Background: an optimization exercise with open tools, aiming at small area. Do not read the settings as production practice.
Only simulation tests tie the RTL to the original design; equivalence was not proved.
Power figures rest on the tool's default switching activity, not on a simulated workload.

==> inputs of 09-22 <==
==> flow/design.v (excerpt) <==
module mini_cpu (
    input clock,
    input reset,         
    input enviar,        
    input [17:0] sw,
    output [15:0] ledr,
    output [7:0] ledg,
    output [7:0] LCD_DATA,
    output LCD_RS, LCD_RW, LCD_EN, LCD_ON, LCD_BLON
);
clock: 15.0 ns
lec_check: 0
cap_margin: 10
core_margin: 2
core_utilization: 60
slew_margin: 10
standard.sh (not shown) runs the stock make flow with config.mk's settings and CLKGATE_MAP_FILE= SYNTH_SCRIPT=/design/flow/synth_recipe.tcl, a recipe that flattens the netlist after the stock synthesis.
==> flow/flow/run.sh <==
#!/bin/bash
# Own layout flow: the standard flow (standard.sh) with these changes:
#  - synthesis maps the logic with an area-oriented ABC script (flow/area.abc);
#    everything before ABC, including the flip-flop mapping, is ORFS's synthesis
#    unchanged, so the registers are the standard synthesis's;
#  - port buffers are sky130_fd_sc_hd__buf_1;
#  - clock tree synthesis without dummy loads, from sky130_fd_sc_hd__clkbuf_4,
#    with sink clusters of at most 8 flip-flops within 50 um.
# Each tool's full output goes to the ORFS logs under orfs/logs, and make's to flow_make.log.
set -euo pipefail
W=$(pwd)
F=$W/flow

sed 's|^\( *\)log_cmd abc {\*}\$abc_args|\1set abc_args [lreplace $abc_args 1 1 '"$F"'/area.abc]\n\1log_cmd abc {*}$abc_args|' \
    "$FLOW_HOME/scripts/synth.tcl" > "$W/own_synth.tcl"
grep -q 'area.abc' "$W/own_synth.tcl"
sed "s|source \$::env(SCRIPTS_DIR)/synth.tcl|source $W/own_synth.tcl|" "$W/synth_recipe.tcl" > "$W/own_synth_recipe.tcl"
grep -q 'own_synth.tcl' "$W/own_synth_recipe.tcl"

bash "$W/standard.sh" "SYNTH_SCRIPT=$W/own_synth_recipe.tcl" \
    "BUFFER_PORTS_ARGS=-buffer_cell sky130_fd_sc_hd__buf_1" \
    "CTS_ARGS=-sink_clustering_enable -repair_clock_nets -dont_use_dummy_load -buf_list sky130_fd_sc_hd__clkbuf_4 -sink_clustering_size 8 -sink_clustering_max_diameter 50" \
    finish > "$W/flow_make.log" 2>&1
==> flow/flow/area.abc <==
strash
&get -n
&st
&dch -f
&nf -R 1000
&put
strash
&get -n
&dch -f
&nf -R 1000
&put
strash
&get -n
&dch -f
&nf -R 1000
&put
strash
&get -n
&dch -f
&nf -R 1000
&put
strash
&get -n
&dch -f
&nf -R 1000
&put
strash
&get -n
&dch -f
&nf -R 1000
&put
==> 08-15: changes against 09-22 <==
--- a/flow/config.mk
+++ b/flow/config.mk
@@ -7,5 +7,5 @@
 export LEC_CHECK = 0
-export CAP_MARGIN = 10
+export CAP_MARGIN = 20
 export CORE_MARGIN = 2
 export CORE_UTILIZATION = 60
-export SLEW_MARGIN = 10
+export SLEW_MARGIN = 20
==> 10-14: changes against 09-22 <==
--- a/flow/flow/run.sh
+++ b/flow/flow/run.sh
@@ -7,3 +7,5 @@
 #  - clock tree synthesis without dummy loads, from sky130_fd_sc_hd__clkbuf_4,
-#    with sink clusters of at most 8 flip-flops within 50 um.
+#    with sink clusters of at most 8 flip-flops within 50 um;
+#  - after global routing, cells on paths with positive slack are downsized
+#    (RECOVER_POWER=100).
 # Each tool's full output goes to the ORFS logs under orfs/logs, and make's to flow_make.log.
@@ -22,2 +24,3 @@
     "CTS_ARGS=-sink_clustering_enable -repair_clock_nets -dont_use_dummy_load -buf_list sky130_fd_sc_hd__clkbuf_4 -sink_clustering_size 8 -sink_clustering_max_diameter 50" \
+    RECOVER_POWER=100 \
     finish > "$W/flow_make.log" 2>&1
==> flow/flow/area.abc (replaced) <==
strash
&get -n
&st
&dch -f
&nf -R 1000
&put
strash
&get -n
&dch -f
&nf -R 1000
&put
--- a/flow/config.mk
+++ b/flow/config.mk
@@ -7,5 +7,5 @@
 export LEC_CHECK = 0
-export CAP_MARGIN = 10
+export CAP_MARGIN = 5
 export CORE_MARGIN = 2
 export CORE_UTILIZATION = 60
-export SLEW_MARGIN = 10
+export SLEW_MARGIN = 5
==> 01-04: changes against 09-22 <==
--- a/flow/flow/run.sh
+++ b/flow/flow/run.sh
@@ -7,3 +7,5 @@
 #  - clock tree synthesis without dummy loads, from sky130_fd_sc_hd__clkbuf_4,
-#    with sink clusters of at most 8 flip-flops within 50 um.
+#    with sink clusters of at most 8 flip-flops within 50 um;
+#  - after global routing, cells on paths with positive slack are downsized
+#    (RECOVER_POWER=100).
 # Each tool's full output goes to the ORFS logs under orfs/logs, and make's to flow_make.log.
@@ -22,2 +24,3 @@
     "CTS_ARGS=-sink_clustering_enable -repair_clock_nets -dont_use_dummy_load -buf_list sky130_fd_sc_hd__clkbuf_4 -sink_clustering_size 8 -sink_clustering_max_diameter 50" \
+    RECOVER_POWER=100 \
     finish > "$W/flow_make.log" 2>&1
--- a/flow/config.mk
+++ b/flow/config.mk
@@ -7,5 +7,5 @@
 export LEC_CHECK = 0
-export CAP_MARGIN = 10
+export CAP_MARGIN = 5
 export CORE_MARGIN = 2
 export CORE_UTILIZATION = 60
-export SLEW_MARGIN = 10
+export SLEW_MARGIN = 5
==> results by group <==
Run
  • Max Cap Viol: 2

Logic synthesis
  • Sequential fraction of the synthesis area: 53.4%
  • Simple-gate share of the synthesized area: 13.2%

Outcome
  • Fail Reasons: capacitance limit, slew limit
  • Status: finished with violations

Power
  • Sequential power share: 56.4%

GRT
  • Grt met3 use: 7.70%

Timing
  • Final-report max-slew violation count: 34
The numbers above come from 10-14.

==> results by group <==
Outcome
  • Status: finished with violations
  • Fail Reasons: capacitance limit, slew limit

Logic synthesis
  • Synth Area in Adders: 8.08%
  • Sequential fraction of the synthesis area: 54.0%
  • Simple-gate share of the synthesized area: 12.1%

Timing
  • Final-report max-slew violation count: 156

Run
  • Max Cap Viol: 11

Power
  • Sequential power share: 55.5%

Cells and area
  • Commonest non-fill, non-tap cells in the layout: edfxtp_1 (267), nor2_1 (165), a222oi_1 (119), nand2_1 (87), a22oi_1 (81)
The numbers above come from 01-04.

==> results by group <==
GRT
  • GRT Max-Usage Layer: met2
  • Grt met3 use: 8.77%

Outcome
  • Status: no timing/DRC/antenna violations

Logic synthesis
  • Simple-gate share of the synthesized area: 12.1%
  • Sequential fraction of the synthesis area: 54.0%

Power
  • Sequential power share: 55.3%
The numbers above come from 09-22.

==> results by group <==
Outcome
  • Status: no timing/DRC/antenna violations

GRT
  • Grt met3 use: 8.77%

Logic synthesis
  • Simple-gate share of the synthesized area: 12.1%
  • Sequential fraction of the synthesis area: 54.0%

Run
  • Max Cap Viol: 0
The numbers above come from 08-15.

## separate check: timing with driven ports
How much do the figures lean on ideal ports? The routed layouts below were timed once more, with nothing changed but the port constraints. Step 1 (the two cells are an assumption about what drives the block):
set clk [get_ports {clock}]
set_driving_cell -lib_cell sky130_fd_sc_hd__clkbuf_16 $clk
set_driving_cell -lib_cell sky130_fd_sc_hd__buf_2 [delete_from_list [all_inputs] $clk]
Step 2 also shifts input and output timing later by t, the mid clock arrival at the registers, as if the neighbouring blocks saw the same clock. Three values: ideal ports, drivers, drivers and shift; two values: the first two.
| run | t, ns | slack for setup (ns) | worst setup path at the end | slew at the worst register clock pin (ns) |
|---|---|---|---|---|
| 09-22 | 0.748 | 2.226 / 2.253 / 1.505 | input to register | 0.11 / 0.11 |
| 08-15 | 0.748 | 2.226 / 2.253 / 1.505 | input to register | 0.11 / 0.11 |
| 10-14 | 0.720 | 1.868 / 1.868 / 1.149 | input to register | 0.10 / 0.10 |
| 01-04 | 0.746 | 1.838 / 1.865 / 1.119 | input to register | 0.11 / 0.11 |
